Context: an optimization exercise on an open-source flow, tuned for small area and a short achievable clock period. The choices shown serve that exercise and are no tape-out recipe.
RTL that was checked went through simulation tests only; none was proved equivalent to the original.
Power figures rest on the tool's default switching activity, not on a simulated workload.

==> inputs of run a <==
Design pow_5_pipe, start of the top module:
module pow_5_pipe
(
    input             clock,
    input      [17:0] n,
    output reg [17:0] n_pow_5
);
clock: 6.4 ns
lec_check: 0
cap_margin: 20
core_margin: 2
core_utilization: 40
cts_buf_list: sky130_fd_sc_hd__clkbuf_4 sky130_fd_sc_hd__clkbuf_8
cts_cluster_diameter: 60
cts_cluster_size: 40
setup_slack_margin: 4.3
slew_margin: 20
run.sh (not shown) runs the stock make flow with config.mk's settings and CLKGATE_MAP_FILE= SYNTH_SCRIPT=/design/flow/synth_recipe.tcl, a recipe that flattens the netlist after the stock synthesis.
==> inputs of run b, as changes to run a <==
--- a/flow/design.v
+++ b/flow/design.v
@@ -241,35 +241,24 @@
     wire w143 = (w59 & w65) | (w59 & w70) | (w65 & w70);
     wire w144 = w76 ^ w125 ^ w127;
     wire w145 = (w76 & w125) | (w76 & w127) | (w125 & w127);
     wire w146 = w129 ^ w136 ^ w138;
     wire w147 = (w129 & w136) | (w129 & w138) | (w136 & w138);
     wire w148 = w140 ^ w142 ^ w131;
     wire w149 = (w140 & w142) | (w140 & w131) | (w142 & w131);
-    wire w150 = f_2_17 ^ w15;
-    wire w151 = w25 ^ w33;
-    wire w152 = w40 ^ w46;
-    wire w153 = w51 ^ w55;
-    wire w154 = w58 ^ w60;
-    wire w155 = w61 ^ w66;
-    wire w156 = w71 ^ w75;
-    wire w157 = w77 ^ w150;
-    wire w158 = w151 ^ w152;
-    wire w159 = w153 ^ w154;
-    wire w160 = w155 ^ w156;
-    wire w161 = w157 ^ w158;
-    wire w162 = w159 ^ w160;
-    wire w163 = w137 ^ w139;
-    wire w164 = w141 ^ w143;
-    wire w165 = w161 ^ w162;
-    wire w166 = w163 ^ w164;
-    wire w167 = w165 ^ w166;
-    wire w168 = w145 ^ w147;
-    wire w169 = w167 ^ w168;
-    reg [32:0] t_3;
+    wire w150 = f_2_17 ^ w15 ^ w25;
+    wire w151 = w33 ^ w40 ^ w46;
+    wire w152 = w51 ^ w55 ^ w58;
+    wire w153 = w60 ^ w61 ^ w66;
+    wire w154 = w71 ^ w75 ^ w77;
+    wire w155 = w137 ^ w139 ^ w141;
+    wire w156 = w143 ^ w150 ^ w151;
+    wire w157 = w152 ^ w153 ^ w154;
+    wire w158 = w145 ^ w147 ^ w155;
+    reg [34:0] t_3;
     always @(posedge clock) begin
         t_3[0] <= a_2[0];
         t_3[1] <= w1;
         t_3[2] <= w2;
         t_3[3] <= w3;
         t_3[4] <= f_2_4;
         t_3[5] <= f_2_5;
@@ -294,34 +283,35 @@
         t_3[24] <= w123;
         t_3[25] <= w134;
         t_3[26] <= w133;
         t_3[27] <= w144;
         t_3[28] <= w146;
         t_3[29] <= w135;
         t_3[30] <= w148;
-        t_3[31] <= w149;
-        t_3[32] <= w169;
+        t_3[31] <= w156;
+        t_3[32] <= w157;
+        t_3[33] <= w149;
+        t_3[34] <= w158;
     end
-    wire w170 = t_3[13] ^ t_3[14] ^ t_3[15];
-    wire w171 = (t_3[13] & t_3[14]) | (t_3[13] & t_3[15]) | (t_3[14] & t_3[15]);
-    wire w172 = t_3[16] ^ t_3[17] ^ t_3[18];
-    wire w173 = (t_3[16] & t_3[17]) | (t_3[16] & t_3[18]) | (t_3[17] & t_3[18]);
-    wire w174 = t_3[19] ^ t_3[20] ^ t_3[21];
-    wire w175 = (t_3[19] & t_3[20]) | (t_3[19] & t_3[21]) | (t_3[20] & t_3[21]);
-    wire w176 = t_3[22] ^ t_3[23] ^ t_3[24];
-    wire w177 = (t_3[22] & t_3[23]) | (t_3[22] & t_3[24]) | (t_3[23] & t_3[24]);
-    wire w178 = t_3[25] ^ w175 ^ w176;
-    wire w179 = (t_3[25] & w175) | (t_3[25] & w176) | (w175 & w176);
-    wire w180 = t_3[26] ^ t_3[27] ^ t_3[28];
-    wire w181 = (t_3[26] & t_3[27]) | (t_3[26] & t_3[28]) | (t_3[27] & t_3[28]);
-    wire w182 = t_3[29] ^ t_3[30] ^ w177;
-    wire w183 = (t_3[29] & t_3[30]) | (t_3[29] & w177) | (t_3[30] & w177);
-    wire w184 = w180 ^ w179 ^ w182;
-    wire w185 = (w180 & w179) | (w180 & w182) | (w179 & w182);
-    wire w186 = t_3[31] ^ t_3[32];
-    wire w187 = w186 ^ w181;
-    wire w188 = w187 ^ w183;
-    wire w189 = w188 ^ w185;
-    wire [11:0] s0 = {w189, w184, w178, w173, w171, w170, t_3[12], t_3[10], t_3[9], t_3[8], t_3[7], t_3[6]};
-    wire [11:0] s1 = {1'b0, 1'b0, 1'b0, w174, w172, 1'b0, 1'b0, t_3[11], 1'b0, 1'b0, 1'b0, 1'b0};
+    wire w159 = t_3[13] ^ t_3[14] ^ t_3[15];
+    wire w160 = (t_3[13] & t_3[14]) | (t_3[13] & t_3[15]) | (t_3[14] & t_3[15]);
+    wire w161 = t_3[16] ^ t_3[17] ^ t_3[18];
+    wire w162 = (t_3[16] & t_3[17]) | (t_3[16] & t_3[18]) | (t_3[17] & t_3[18]);
+    wire w163 = t_3[19] ^ t_3[20] ^ t_3[21];
+    wire w164 = (t_3[19] & t_3[20]) | (t_3[19] & t_3[21]) | (t_3[20] & t_3[21]);
+    wire w165 = t_3[22] ^ t_3[23] ^ t_3[24];
+    wire w166 = (t_3[22] & t_3[23]) | (t_3[22] & t_3[24]) | (t_3[23] & t_3[24]);
+    wire w167 = t_3[25] ^ w164 ^ w165;
+    wire w168 = (t_3[25] & w164) | (t_3[25] & w165) | (w164 & w165);
+    wire w169 = t_3[26] ^ t_3[27] ^ t_3[28];
+    wire w170 = (t_3[26] & t_3[27]) | (t_3[26] & t_3[28]) | (t_3[27] & t_3[28]);
+    wire w171 = t_3[29] ^ t_3[30] ^ w166;
+    wire w172 = (t_3[29] & t_3[30]) | (t_3[29] & w166) | (t_3[30] & w166);
+    wire w173 = w169 ^ w168 ^ w171;
+    wire w174 = (w169 & w168) | (w169 & w171) | (w168 & w171);
+    wire w175 = t_3[31] ^ t_3[32] ^ t_3[33];
+    wire w176 = t_3[34] ^ w170 ^ w175;
+    wire w177 = w172 ^ w176 ^ w174;
+    wire [11:0] s0 = {w177, w173, w167, w162, w160, w159, t_3[12], t_3[10], t_3[9], t_3[8], t_3[7], t_3[6]};
+    wire [11:0] s1 = {1'b0, 1'b0, 1'b0, w163, w161, 1'b0, 1'b0, t_3[11], 1'b0, 1'b0, 1'b0, 1'b0};
     always @(posedge clock) n_pow_5 <= {s0 + s1, t_3[5], t_3[4], t_3[3], t_3[2], t_3[1], t_3[0]};
 endmodule
==> notes <==
Against run a, the synthesized cell count of run b is higher by 3.7%.
Against run a, the non-clock buffer count of run b is lower by 7.
Area after synthesis: run a is lower than run b (about 2%).
Of run b and run a, run b has the higher cell count (gap about 3.6%, measured against run a).
Of run b and run a, run a has the higher clock skew (gap 0.0016 ns).
Of run b and run a, run b has the higher first-iteration DRC count (gap 22%, measured against run a).
In run a the setup slack is lower than in run b, by 0.068 ns.
==> figures <==
quantity	run a	run b
Hold path startpoint	n_1[10]$_DFF_P_	n_1[11]$_DFF_P_
Number of DRC violations after detailed-routing iteration 0	290	355
RR Endpoint	t_3[32]$_DFF_P_	n_pow_5[17]$_DFF_P_
Routed via count	3793	3966
Die Y	119 um	120 um
Number of flip-flops and latches	111	113
Cells after DPL	723	739
Post-synthesis register bit count	111	113
F_max	440 MHz	454 MHz
Number of unique standard cell types used by synthesis	53	55
PnR worst setup slack	4.13 ns	4.20 ns
Net total in the final layout	639	657
Count of mapped cells out of synthesis	538	558
Status	no timing/DRC/antenna violations	no timing/DRC/antenna violations
Met3 routed WL	644 um	683 um
Met1 layer wirelength in the final routing	5270 um	5490 um
No functional check of the RTL was part of any run of this note.

* * *

==> run D: inputs <==
Another version of the RTL of pow_5_pipe (not shown whole).
clock: 6.4 ns
lec_check: 0
cap_margin: 20
core_margin: 2
core_utilization: 40
setup_slack_margin: 4.3
slew_margin: 20
==> inputs of run X, as changes to run D <==
--- a/flow/config.mk
+++ b/flow/config.mk
@@ -8,5 +8,4 @@
 export CAP_MARGIN = 20
 export CORE_MARGIN = 2
 export CORE_UTILIZATION = 40
-export SETUP_SLACK_MARGIN = 4.3
 export SLEW_MARGIN = 20
==> inputs of run E, as changes to run D <==
--- a/flow/config.mk
+++ b/flow/config.mk
@@ -7,6 +7,9 @@
 export LEC_CHECK = 0
 export CAP_MARGIN = 20
 export CORE_MARGIN = 2
-export CORE_UTILIZATION = 40
-export SETUP_SLACK_MARGIN = 4.3
+export CORE_UTILIZATION = 60
+export CTS_BUF_LIST = sky130_fd_sc_hd__clkbuf_4 sky130_fd_sc_hd__clkbuf_8
+export CTS_CLUSTER_DIAMETER = 60
+export CTS_CLUSTER_SIZE = 40
+export SETUP_SLACK_MARGIN = 4.5
 export SLEW_MARGIN = 20
==> inputs of run P, as changes to run D <==
--- a/flow/config.mk
+++ b/flow/config.mk
@@ -8,5 +8,8 @@
 export CAP_MARGIN = 20
 export CORE_MARGIN = 2
 export CORE_UTILIZATION = 40
+export CTS_BUF_LIST = sky130_fd_sc_hd__clkbuf_4 sky130_fd_sc_hd__clkbuf_8
+export CTS_CLUSTER_DIAMETER = 60
+export CTS_CLUSTER_SIZE = 40
 export SETUP_SLACK_MARGIN = 4.3
 export SLEW_MARGIN = 20
==> summary of the runs <==
Of run P and run D, run D has the higher utilization (gap 1.4 points).
The lowest clock power belongs to run E, the highest to run D.
Of run E and run X, run E has the higher routed wire length (gap about 12%, measured against run X).
Of run E and run X, run X has the higher count of clock-buffer cells in the layout (gap 2).
In critical path depth, run D and run E do not differ.
Against run X, the sequential share of layout area of run P is higher by 0.56 points.
In run X the final cell count is larger than in run E, by 5.0%.
==> figures <==
Result of the run: run D no timing/DRC/antenna violations; run X no timing/DRC/antenna violations; run P no timing/DRC/antenna violations; run E no timing/DRC/antenna violations
Flop pwr share: run D 35.3%; run X 36.7%; run P 39.0%; run E 39.2%
Number of placement rows: run D 42; run X 42; run P 42; run E 34
Clock-cell share: run D 9.08%; run X 8.99%; run P 6.51%; run E 5.77%
Clock Root Buffer: run D clkbuf_16; run X clkbuf_16; run P clkbuf_8; run E clkbuf_8
Max rail drop VDD: run D 0.000158 V; run X 0.000190 V; run P 0.000120 V; run E 0.000203 V
Share of total power in the clock network: run D 37.0%; run X 36.7%; run P 30.3%; run E 28.2%
Data required, critical path: run D 6.75 ns; run X 5.12 ns; run P 6.78 ns; run E 6.76 ns
Num tapcells: run D 176; run X 176; run P 176; run E 108
Layout-to-synthesis area ratio: run D 1.215x; run X 1.177x; run P 1.181x; run E 1.200x
Switching power as a share of total power: run D 28.4%; run X 28.7%; run P 30.1%; run E 32.4%
Gr usage total: run D 17.8%; run X 17.6%; run P 17.9%; run E 27.6%
Biggest fanout along the worst timing path: run D 6; run X 1; run P 6; run E 5
LEAKAGE: run D 2.78 nW; run X 2.66 nW; run P 2.70 nW; run E 2.78 nW
Tightest hold margin: run D 0.322 ns; run X 0.324 ns; run P 0.325 ns; run E 0.315 ns
Internal power consumption: run D 1.83 mW; run X 1.76 mW; run P 1.61 mW; run E 1.56 mW

* * *

==> inputs of job 7962 <==
Another version of the RTL of pow_5_pipe (not shown whole).
==> flow/config.mk <==
export PLATFORM = sky130hd
export DESIGN_NAME = pow_5_pipe
export DESIGN_NICKNAME = pow_5_pipe
export VERILOG_FILES = /design/flow/design.v
export SDC_FILE = /design/flow/constraint.sdc
export NUM_CORES = 4
export LEC_CHECK = 0
export CAP_MARGIN = 20
export CORE_MARGIN = 2
export CORE_UTILIZATION = 40
export CTS_BUF_LIST = sky130_fd_sc_hd__clkbuf_16
export SETUP_SLACK_MARGIN = 4.4
export SLEW_MARGIN = 20
==> flow/constraint.sdc <==
create_clock -name core_clock -period 6.4 [get_ports {clock}]
set_input_delay 1.2800 -clock core_clock [delete_from_list [all_inputs] [get_ports {clock}]]
set_output_delay 1.2800 -clock core_clock [all_outputs]
set_load 0.01 [all_outputs]
==> job 2826: changes against job 7962 <==
--- a/flow/design.v
+++ b/flow/design.v
@@ -304,12 +304,16 @@
     wire w170 = (t_3[24] & w166) | (t_3[24] & w167) | (w166 & w167);
     wire w171 = t_3[25] ^ t_3[26] ^ t_3[27];
     wire w172 = (t_3[25] & t_3[26]) | (t_3[25] & t_3[27]) | (t_3[26] & t_3[27]);
     wire w173 = w168 ^ w171 ^ w170;
     wire w174 = (w168 & w171) | (w168 & w170) | (w171 & w170);
-    wire w175 = t_3[28] ^ t_3[29] ^ t_3[30];
-    wire w176 = t_3[31] ^ t_3[32] ^ w172;
-    wire w177 = w175 ^ w176 ^ w174;
-    wire [11:0] s0 = {w177, w173, w169, t_3[20], t_3[16], w163, t_3[12], t_3[10], t_3[9], t_3[8], t_3[7], t_3[6]};
+    wire w175 = t_3[28] ^ t_3[29];
+    wire w176 = t_3[30] ^ t_3[31];
+    wire w177 = t_3[32] ^ w175;
+    wire w178 = w176 ^ w177;
+    wire w179 = w172 ^ w178;
+    wire w180 = w179 ^ w174;
+    wire [11:0] s0 = {1'b0, w173, w169, t_3[20], t_3[16], w163, t_3[12], t_3[10], t_3[9], t_3[8], t_3[7], t_3[6]};
     wire [11:0] s1 = {1'b0, 1'b0, 1'b0, w165, w164, 1'b0, 1'b0, t_3[11], 1'b0, 1'b0, 1'b0, 1'b0};
-    always @(posedge clock) n_pow_5 <= {s0 + s1, t_3[5], t_3[4], t_3[3], t_3[2], t_3[1], t_3[0]};
+    wire [11:0] sum = s0 + s1;
+    always @(posedge clock) n_pow_5 <= {sum[11] ^ w180, sum[10:0], t_3[5], t_3[4], t_3[3], t_3[2], t_3[1], t_3[0]};
 endmodule
==> flow/flow/run.sh (new file) <==
#!/bin/bash
set -o pipefail
export BUFFER_PORTS_ARGS="-buffer_cell sky130_fd_sc_hd__buf_1"
export CTS_ARGS="-sink_clustering_enable -repair_clock_nets -dont_use_dummy_load -sink_clustering_size 40 -sink_clustering_max_diameter 60 -buf_list {sky130_fd_sc_hd__clkbuf_4 sky130_fd_sc_hd__clkbuf_8}"
bash standard.sh finish > standard.log 2>&1
==> flow/standard.sh (new file) <==
#!/bin/bash
# synth_recipe.tcl (not shown) runs the flow's synth.tcl, then flattens the netlist and writes it again
# the make line also repeats each setting of config.mk as NAME=value (left out here)
make -C /OpenROAD-flow-scripts/flow DESIGN_CONFIG=/design/flow/config.mk WORK_HOME=/design/flow/orfs CLKGATE_MAP_FILE= SYNTH_SCRIPT=/design/flow/synth_recipe.tcl "${@:-finish}"
Settings changed: CTS_BUF_LIST sky130_fd_sc_hd__clkbuf_16 to sky130_fd_sc_hd__clkbuf_4 sky130_fd_sc_hd__clkbuf_8, CTS_CLUSTER_DIAMETER set to 60, CTS_CLUSTER_SIZE set to 40, PLACE_DENSITY set to 0.8, SETUP_SLACK_MARGIN 4.4 to 4.2.
removed: flow/run.sh
==> impl_metrics.ini <==
[worst_setup_path]
reg2reg_to = t_3[27]$_DFF_P_

[status]
status = complete, no violations

[drt]
dr_wl_met3_um = 685

[sta]
fmax_ghz = 0.452

[synthesis]
synth_fp_nets = 631

[finish]
layout-drive-gt1-share = 0.226

[power]
vdd_ir_drop_max_uv = 148
Source of the figures above: job 7962

==> impl_metrics.ini <==
[status]
status = complete, no violations

[sta]
fmax_ghz = 0.458

[synthesis]
synth_fp_nets = 614

[finish]
layout-drive-gt1-share = 0.157

[drt]
dr_wl_met3_um = 834
Source of the figures above: job 2826


* * *

==> inputs of try-nickel <==
==> flow/design.v <==
module pow_5_pipe
(
    input             clock,
    input      [17:0] n,
    output reg [17:0] n_pow_5
);
    reg [17:0] n_1;
    always @(posedge clock) n_1 <= n;
    wire [5:0] a_1 = n_1[5:0];
    wire [11:0] ho_1 = n_1[17:6];
    wire [11:0] h_1 = ho_1 + {ho_1[9:0], 2'b00};
    wire [63:0] f_t_dec = 64'd1 << a_1;
    wire f_t_4 = |(f_t_dec & 64'h8282282882822828);
    wire f_t_5 = |(f_t_dec & 64'hc46eec466ec446ec);
    wire f_t_6 = |(f_t_dec & 64'h604ae2e04acae048);
    wire f_t_7 = |(f_t_dec & 64'h468aec2ae6a04688);
    wire f_t_8 = |(f_t_dec & 64'hce440a0864e40880);
    wire f_t_9 = |(f_t_dec & 64'h428ecaac0e42a640);
    wire f_t_10 = |(f_t_dec & 64'h3654f0901094de70);
    wire f_t_11 = |(f_t_dec & 64'h106e786ef40a3060);
    wire f_t_12 = |(f_t_dec & 64'h561646a0b8b4c840);
    wire f_t_13 = |(f_t_dec & 64'h9c3a7c9a28c26a00);
    wire f_t_14 = |(f_t_dec & 64'h8854120cec3c1a80);
    wire f_t_15 = |(f_t_dec & 64'h2988e390f95eb700);
    wire f_t_16 = |(f_t_dec & 64'hf7b0aa4e070ab400);
    wire f_t_17 = |(f_t_dec & 64'he5c2ef3058e09800);
    wire [63:0] a1_t_dec = 64'd1 << a_1;
    wire a1_t_4 = |(a1_t_dec & 64'h6c6c6c6c6c6c6c6c);
    wire a1_t_5 = |(a1_t_dec & 64'haa00aa00aa00aa0);
    wire a1_t_6 = |(a1_t_dec & 64'h2a0280a82a0280a8);
    wire a1_t_7 = |(a1_t_dec & 64'h8a08aaaa20a200);
    wire a1_t_8 = |(a1_t_dec & 64'hbc5094589ef8bed0);
    wire a1_t_9 = |(a1_t_dec & 64'h826e6e00a8666420);
    wire a1_t_10 = |(a1_t_dec & 64'hac66828cc2aae440);
    wire a1_t_11 = |(a1_t_dec & 64'hc44c0ea26c0c2a80);
    wire [63:0] a2_t_dec = 64'd1 << a_1;
    wire a2_t_3 = |(a2_t_dec & 64'hee44ee44ee44ee44);
    wire a2_t_4 = |(a2_t_dec & 64'he04a4ae0e04a4ae0);
    wire [31:0] h2_t_dec = 32'd1 << ho_1[4:0];
    wire h2_t_3 = |(h2_t_dec & 32'h28282828);
    wire h2_t_4 = |(h2_t_dec & 32'h1ab01ab0);
    reg [5:0] a_2;
    reg [11:0] h_2;
    reg f_2_4;
    reg f_2_5;
    reg f_2_6;
    reg f_2_7;
    reg f_2_8;
    reg f_2_9;
    reg f_2_10;
    reg f_2_11;
    reg f_2_12;
    reg f_2_13;
    reg f_2_14;
    reg f_2_15;
    reg f_2_16;
    reg f_2_17;
    reg a1_2_4;
    reg a1_2_5;
    reg a1_2_6;
    reg a1_2_7;
    reg a1_2_8;
    reg a1_2_9;
    reg a1_2_10;
    reg a1_2_11;
    reg a2_2_3;
    reg a2_2_4;
    reg h2_2_3;
    reg h2_2_4;
    always @(posedge clock) begin
        a_2 <= a_1;
        h_2 <= h_1;
        f_2_4 <= f_t_4;
        f_2_5 <= f_t_5;
        f_2_6 <= f_t_6;
        f_2_7 <= f_t_7;
        f_2_8 <= f_t_8;
        f_2_9 <= f_t_9;
        f_2_10 <= f_t_10;
        f_2_11 <= f_t_11;
        f_2_12 <= f_t_12;
        f_2_13 <= f_t_13;
        f_2_14 <= f_t_14;
        f_2_15 <= f_t_15;
        f_2_16 <= f_t_16;
        f_2_17 <= f_t_17;
        a1_2_4 <= a1_t_4;
        a1_2_5 <= a1_t_5;
        a1_2_6 <= a1_t_6;
        a1_2_7 <= a1_t_7;
        a1_2_8 <= a1_t_8;
        a1_2_9 <= a1_t_9;
        a1_2_10 <= a1_t_10;
        a1_2_11 <= a1_t_11;
        a2_2_3 <= a2_t_3;
        a2_2_4 <= a2_t_4;
        h2_2_3 <= h2_t_3;
        h2_2_4 <= h2_t_4;
    end
    wire w1 = ((a_2[0] & a_2[1]));
    wire w2 = ((a_2[0] & a_2[2]));
    wire w3 = ((a_2[0] & a_2[3]));
    wire w4 = a_2[0] & h_2[0];
    wire w5 = a_2[0] & h_2[1];
    wire w6 = a_2[0] & h_2[2];
    wire w7 = a_2[0] & h_2[3];
    wire w8 = a_2[0] & h_2[4];
    wire w9 = a_2[0] & h_2[5];
    wire w10 = a_2[0] & h_2[6];
    wire w11 = a_2[0] & h_2[7];
    wire w12 = a_2[0] & h_2[8];
    wire w13 = a_2[0] & h_2[9];
    wire w14 = a_2[0] & h_2[10];
    wire w15 = a_2[0] & h_2[11];
    wire w16 = a1_2_4 & h_2[0];
    wire w17 = a1_2_4 & h_2[1];
    wire w18 = a1_2_4 & h_2[2];
    wire w19 = a1_2_4 & h_2[3];
    wire w20 = a1_2_4 & h_2[4];
    wire w21 = a1_2_4 & h_2[5];
    wire w22 = a1_2_4 & h_2[6];
    wire w23 = a1_2_4 & h_2[7];
    wire w24 = a1_2_5 & h_2[0];
    wire w25 = a1_2_5 & h_2[1];
    wire w26 = a1_2_5 & h_2[2];
    wire w27 = a1_2_5 & h_2[3];
    wire w28 = a1_2_5 & h_2[4];
    wire w29 = a1_2_5 & h_2[5];
    wire w30 = a1_2_5 & h_2[6];
    wire w31 = a1_2_6 & h_2[0];
    wire w32 = a1_2_6 & h_2[1];
    wire w33 = a1_2_6 & h_2[2];
    wire w34 = a1_2_6 & h_2[3];
    wire w35 = a1_2_6 & h_2[4];
    wire w36 = a1_2_6 & h_2[5];
    wire w37 = a1_2_7 & h_2[0];
    wire w38 = a1_2_7 & h_2[1];
    wire w39 = a1_2_7 & h_2[2];
    wire w40 = a1_2_7 & h_2[3];
    wire w41 = a1_2_7 & h_2[4];
    wire w42 = a1_2_8 & h_2[0];
    wire w43 = a1_2_8 & h_2[1];
    wire w44 = a1_2_8 & h_2[2];
    wire w45 = a1_2_8 & h_2[3];
    wire w46 = a1_2_9 & h_2[0];
    wire w47 = a1_2_9 & h_2[1];
    wire w48 = a1_2_9 & h_2[2];
    wire w49 = a1_2_10 & h_2[0];
    wire w50 = a1_2_10 & h_2[1];
    wire w51 = a1_2_11 & h_2[0];
    wire w52 = a_2[0] & h_2[0];
    wire w53 = ((~h_2[0] & h_2[1]));
    wire w54 = a_2[0] & w53;
    wire w55 = a_2[0] & h2_2_3;
    wire w56 = a_2[0] & h2_2_4;
    wire w57 = ((a_2[0] & a_2[1]));
    wire w58 = w57 & h_2[0];
    wire w59 = ((~h_2[0] & h_2[1]));
    wire w60 = w57 & w59;
    wire w61 = w57 & h2_2_3;
    wire w62 = ((a_2[0] & ~a_2[2]));
    wire w63 = w62 & h_2[0];
    wire w64 = ((~h_2[0] & h_2[1]));
    wire w65 = w62 & w64;
    wire w66 = a2_2_3 & h_2[0];
    wire w67 = a2_2_4 & h_2[0];
    wire w68 = f_2_6 ^ w4;
    wire w69 = f_2_6 & w4;
    wire w70 = f_2_7 ^ w5 ^ w69;
    wire w71 = (f_2_7 & w5) | (f_2_7 & w69) | (w5 & w69);
    wire w72 = f_2_8 ^ w6 ^ w71;
    wire w73 = (f_2_8 & w6) | (f_2_8 & w71) | (w6 & w71);
    wire w74 = f_2_10 ^ w8 ^ w16;
    wire w75 = (f_2_10 & w8) | (f_2_10 & w16) | (w8 & w16);
    wire w76 = f_2_11 ^ w9 ^ w17;
    wire w77 = (f_2_11 & w9) | (f_2_11 & w17) | (w9 & w17);
    wire w78 = w24 ^ w75 ^ w76;
    wire w79 = (w24 & w75) | (w24 & w76) | (w75 & w76);
    wire w80 = f_2_12 ^ w10 ^ w18;
    wire w81 = (f_2_12 & w10) | (f_2_12 & w18) | (w10 & w18);
    wire w82 = w25 ^ w31 ^ w77;
    wire w83 = (w25 & w31) | (w25 & w77) | (w31 & w77);
    wire w84 = w80 ^ w79 ^ w82;
    wire w85 = (w80 & w79) | (w80 & w82) | (w79 & w82);
    wire w86 = f_2_13 ^ w11 ^ w19;
    wire w87 = (f_2_13 & w11) | (f_2_13 & w19) | (w11 & w19);
    wire w88 = w26 ^ w32 ^ w37;
    wire w89 = (w26 & w32) | (w26 & w37) | (w32 & w37);
    wire w90 = w52 ^ w81 ^ w86;
    wire w91 = (w52 & w81) | (w52 & w86) | (w81 & w86);
    wire w92 = w88 ^ w83 ^ w90;
    wire w93 = (w88 & w83) | (w88 & w90) | (w83 & w90);
    wire w94 = f_2_14 ^ w12 ^ w20;
    wire w95 = (f_2_14 & w12) | (f_2_14 & w20) | (w12 & w20);
    wire w96 = w27 ^ w33 ^ w38;
    wire w97 = (w27 & w33) | (w27 & w38) | (w33 & w38);
    wire w98 = w42 ^ w58 ^ w87;
    wire w99 = (w42 & w58) | (w42 & w87) | (w58 & w87);
    wire w100 = w89 ^ w94 ^ w96;
    wire w101 = (w89 & w94) | (w89 & w96) | (w94 & w96);
    wire w102 = w91 ^ w98 ^ w100;
    wire w103 = (w91 & w98) | (w91 & w100) | (w98 & w100);
    wire w104 = f_2_15 ^ w13 ^ w21;
    wire w105 = (f_2_15 & w13) | (f_2_15 & w21) | (w13 & w21);
    wire w106 = w28 ^ w34 ^ w39;
    wire w107 = (w28 & w34) | (w28 & w39) | (w34 & w39);
    wire w108 = w43 ^ w46 ^ w54;
    wire w109 = (w43 & w46) | (w43 & w54) | (w46 & w54);
    wire w110 = w63 ^ w95 ^ w97;
    wire w111 = (w63 & w95) | (w63 & w97) | (w95 & w97);
    wire w112 = w104 ^ w106 ^ w108;
    wire w113 = (w104 & w106) | (w104 & w108) | (w106 & w108);
    wire w114 = w99 ^ w101 ^ w110;
    wire w115 = (w99 & w101) | (w99 & w110) | (w101 & w110);
    wire w116 = f_2_16 ^ w14 ^ w22;
    wire w117 = (f_2_16 & w14) | (f_2_16 & w22) | (w14 & w22);
    wire w118 = w29 ^ w35 ^ w40;
    wire w119 = (w29 & w35) | (w29 & w40) | (w35 & w40);
    wire w120 = w44 ^ w47 ^ w49;
    wire w121 = (w44 & w47) | (w44 & w49) | (w47 & w49);
    wire w122 = w55 ^ w60 ^ w66;
    wire w123 = (w55 & w60) | (w55 & w66) | (w60 & w66);
    wire w124 = w105 ^ w107 ^ w109;
    wire w125 = (w105 & w107) | (w105 & w109) | (w107 & w109);
    wire w126 = w116 ^ w118 ^ w120;
    wire w127 = (w116 & w118) | (w116 & w120) | (w118 & w120);
    wire w128 = w122 ^ w111 ^ w113;
    wire w129 = (w122 & w111) | (w122 & w113) | (w111 & w113);
    wire w130 = f_2_17 ^ w15 ^ w23;
    wire w131 = w30 ^ w36 ^ w41;
    wire w132 = w45 ^ w48 ^ w50;
    wire w133 = w51 ^ w56 ^ w61;
    wire w134 = w65 ^ w67 ^ w117;
    wire w135 = w119 ^ w121 ^ w123;
    wire w136 = w130 ^ w131 ^ w132;
    wire w137 = w133 ^ w125 ^ w127;
    wire w138 = w134 ^ w135 ^ w136;
    reg [28:0] t_3;
    always @(posedge clock) begin
        t_3[0] <= a_2[0];
        t_3[1] <= w1;
        t_3[2] <= w2;
        t_3[3] <= w3;
        t_3[4] <= f_2_4;
        t_3[5] <= f_2_5;
        t_3[6] <= w68;
        t_3[7] <= w70;
        t_3[8] <= w72;
        t_3[9] <= f_2_9;
        t_3[10] <= w7;
        t_3[11] <= w73;
        t_3[12] <= w74;
        t_3[13] <= w78;
        t_3[14] <= w84;
        t_3[15] <= w85;
        t_3[16] <= w92;
        t_3[17] <= w93;
        t_3[18] <= w102;
        t_3[19] <= w112;
        t_3[20] <= w103;
        t_3[21] <= w114;
        t_3[22] <= w124;
        t_3[23] <= w126;
        t_3[24] <= w115;
        t_3[25] <= w128;
        t_3[26] <= w129;
        t_3[27] <= w137;
        t_3[28] <= w138;
    end
    wire w139 = t_3[9] ^ t_3[10] ^ t_3[11];
    wire w140 = (t_3[9] & t_3[10]) | (t_3[9] & t_3[11]) | (t_3[10] & t_3[11]);
    wire w141 = t_3[19] ^ t_3[20] ^ t_3[21];
    wire w142 = (t_3[19] & t_3[20]) | (t_3[19] & t_3[21]) | (t_3[20] & t_3[21]);
    wire w143 = t_3[22] ^ t_3[23] ^ t_3[24];
    wire w144 = (t_3[22] & t_3[23]) | (t_3[22] & t_3[24]) | (t_3[23] & t_3[24]);
    wire w145 = t_3[25] ^ w142 ^ w143;
    wire w146 = (t_3[25] & w142) | (t_3[25] & w143) | (w142 & w143);
    wire w147 = t_3[26] ^ t_3[27];
    wire w148 = t_3[28] ^ w147;
    wire w149 = w148 ^ w144;
    wire w150 = w149 ^ w146;
    wire [11:0] s0 = {1'b0, w145, w141, t_3[17], t_3[15], t_3[14], t_3[13], t_3[12], w139, t_3[8], t_3[7], t_3[6]};
    wire [11:0] s1 = {1'b0, 1'b0, 1'b0, t_3[18], t_3[16], 1'b0, 1'b0, w140, 1'b0, 1'b0, 1'b0, 1'b0};
    wire [11:0] sum = s0 + s1;
    always @(posedge clock) n_pow_5 <= {sum[11] ^ w150, sum[10:0], t_3[5], t_3[4], t_3[3], t_3[2], t_3[1], t_3[0]};
endmodule
==> flow/flow/run.sh <==
#!/bin/bash
set -o pipefail
export BUFFER_PORTS_ARGS="-buffer_cell sky130_fd_sc_hd__buf_1"
export CTS_ARGS="-sink_clustering_enable -repair_clock_nets -dont_use_dummy_load -sink_clustering_size 40 -sink_clustering_max_diameter 60 -buf_list {sky130_fd_sc_hd__clkbuf_4 sky130_fd_sc_hd__clkbuf_8}"
bash standard.sh finish > standard.log 2>&1
==> flow/standard.sh <==
#!/bin/bash
# synth_recipe.tcl (not shown) runs the flow's synth.tcl, then flattens the netlist and writes it again
# the make line also repeats each setting of config.mk as NAME=value (left out here)
make -C /OpenROAD-flow-scripts/flow DESIGN_CONFIG=/design/flow/config.mk WORK_HOME=/design/flow/orfs CLKGATE_MAP_FILE= SYNTH_SCRIPT=/design/flow/synth_recipe.tcl "${@:-finish}"
==> flow/config.mk <==
export PLATFORM = sky130hd
export DESIGN_NAME = pow_5_pipe
export DESIGN_NICKNAME = pow_5_pipe
export VERILOG_FILES = /design/flow/design.v
export SDC_FILE = /design/flow/constraint.sdc
export NUM_CORES = 4
export LEC_CHECK = 0
export CAP_MARGIN = 20
export CORE_MARGIN = 2
export CORE_UTILIZATION = 40
export CTS_BUF_LIST = sky130_fd_sc_hd__clkbuf_4 sky130_fd_sc_hd__clkbuf_8
export CTS_CLUSTER_DIAMETER = 60
export CTS_CLUSTER_SIZE = 40
export PLACE_DENSITY = 0.75
export SETUP_SLACK_MARGIN = 4.2
export SLEW_MARGIN = 20
==> flow/constraint.sdc <==
create_clock -name core_clock -period 6.4 [get_ports {clock}]
set_input_delay 1.2800 -clock core_clock [delete_from_list [all_inputs] [get_ports {clock}]]
set_output_delay 1.2800 -clock core_clock [all_outputs]
set_load 0.01 [all_outputs]
==> try-lagoon: changes against try-nickel <==
==> flow/run.sh (new file) <==
#!/bin/bash
# synth_recipe.tcl (not shown) runs the flow's synth.tcl, then flattens the netlist and writes it again
# the make line also repeats each setting of config.mk as NAME=value (left out here)
make -C /OpenROAD-flow-scripts/flow DESIGN_CONFIG=/design/flow/config.mk WORK_HOME=/design/flow/orfs CLKGATE_MAP_FILE= SYNTH_SCRIPT=/design/flow/synth_recipe.tcl finish
removed: flow/flow/run.sh
removed: flow/standard.sh
==> qor summary <==
	try-lagoon	try-nickel
Run status	no timing/DRC/antenna violations	no timing/DRC/antenna violations
Highest fanout seen on the critical path	5	7
Final WL	12.27 mm	10.87 mm
Total Power Consumption	1.874 mW	1.781 mW
Startpoint of the most critical hold path	t_3[6]$_DFF_P_	t_3[1]$_DFF_P_
Fraction of area in multi-input gates	48.63%	49.96%
Static Leakage	2.579 nW	2.477 nW
Tmin final	2.205 ns	2.207 ns
Part of the total power dissipated in the clock network	21.1%	18.1%
Multi-input gate area	2965 um2	2975 um2
Number of buffers and inverters on the critical path	1	2
Routability cong.	0.9200	0.8765
Final critical-path share of the clock period	34.46%	34.48%
Seq pwr share	46.4%	48.9%
Power Dens Cells	307.3 nW/um2	299.0 nW/um2
Data required time at the worst endpoint	6.73 ns	6.63 ns
No functional check of the RTL was part of any run of this note.

## afterwards: timing with drivers on the ports
No port has a modelled driver above. Below, the same layouts with a new extraction and two added sets of constraints.
Step 1: set_driving_cell puts a clkbuf_16 on clock and a buf_2 on each other input, an assumption about the parent block.
Step 2 adds t to the input delays and takes it off the output delays; t is the mean of the earliest and latest rising clock arrival at the registers after step 1. Input paths then give back, and output paths get back, about the clock's delay inside the block.
Three values: ideal ports, drivers, drivers and shift; two values: the first two.
| run | t (ns) | slack for setup (ns) | slew at the worst register clock pin (ns) | worst slew at a driven data input, ns | cell pins on the clock port's net |
|---|---|---|---|---|---|
| run a | 0.418 | 4.129 / 4.129 / 4.129 | 0.11 / 0.11 | 0.04 | 1 |
| run b | 0.457 | 4.197 / 4.197 / 4.197 | 0.07 / 0.07 | 0.03 | 1 |
| run D | 0.442 | 4.187 / 4.187 / 4.187 | 0.05 / 0.05 | 0.03 | 1 |
| run X | 0.445 | 3.862 / 3.821 / 3.894 | 0.05 / 0.05 | 0.03 | 1 |
| run E | 0.454 | 4.182 / 4.182 / 4.182 | 0.07 / 0.07 | 0.04 | 1 |
| run P | 0.467 | 4.175 / 4.175 / 4.175 | 0.07 / 0.07 | 0.03 | 1 |
| job 7962 | 0.395 | 4.186 / 4.186 / 4.186 | 0.08 / 0.08 | 0.04 | 1 |
| job 2826 | 0.395 | 4.216 / 4.216 / 4.216 | 0.10 / 0.10 | 0.03 | 1 |
| try-nickel | 0.394 | 4.193 / 4.193 / 4.193 | 0.11 / 0.11 | 0.03 | 1 |
| try-lagoon | 0.419 | 4.195 / 4.195 / 4.195 | 0.11 / 0.11 | 0.04 | 1 |
After both steps every run listed still meets setup and hold.
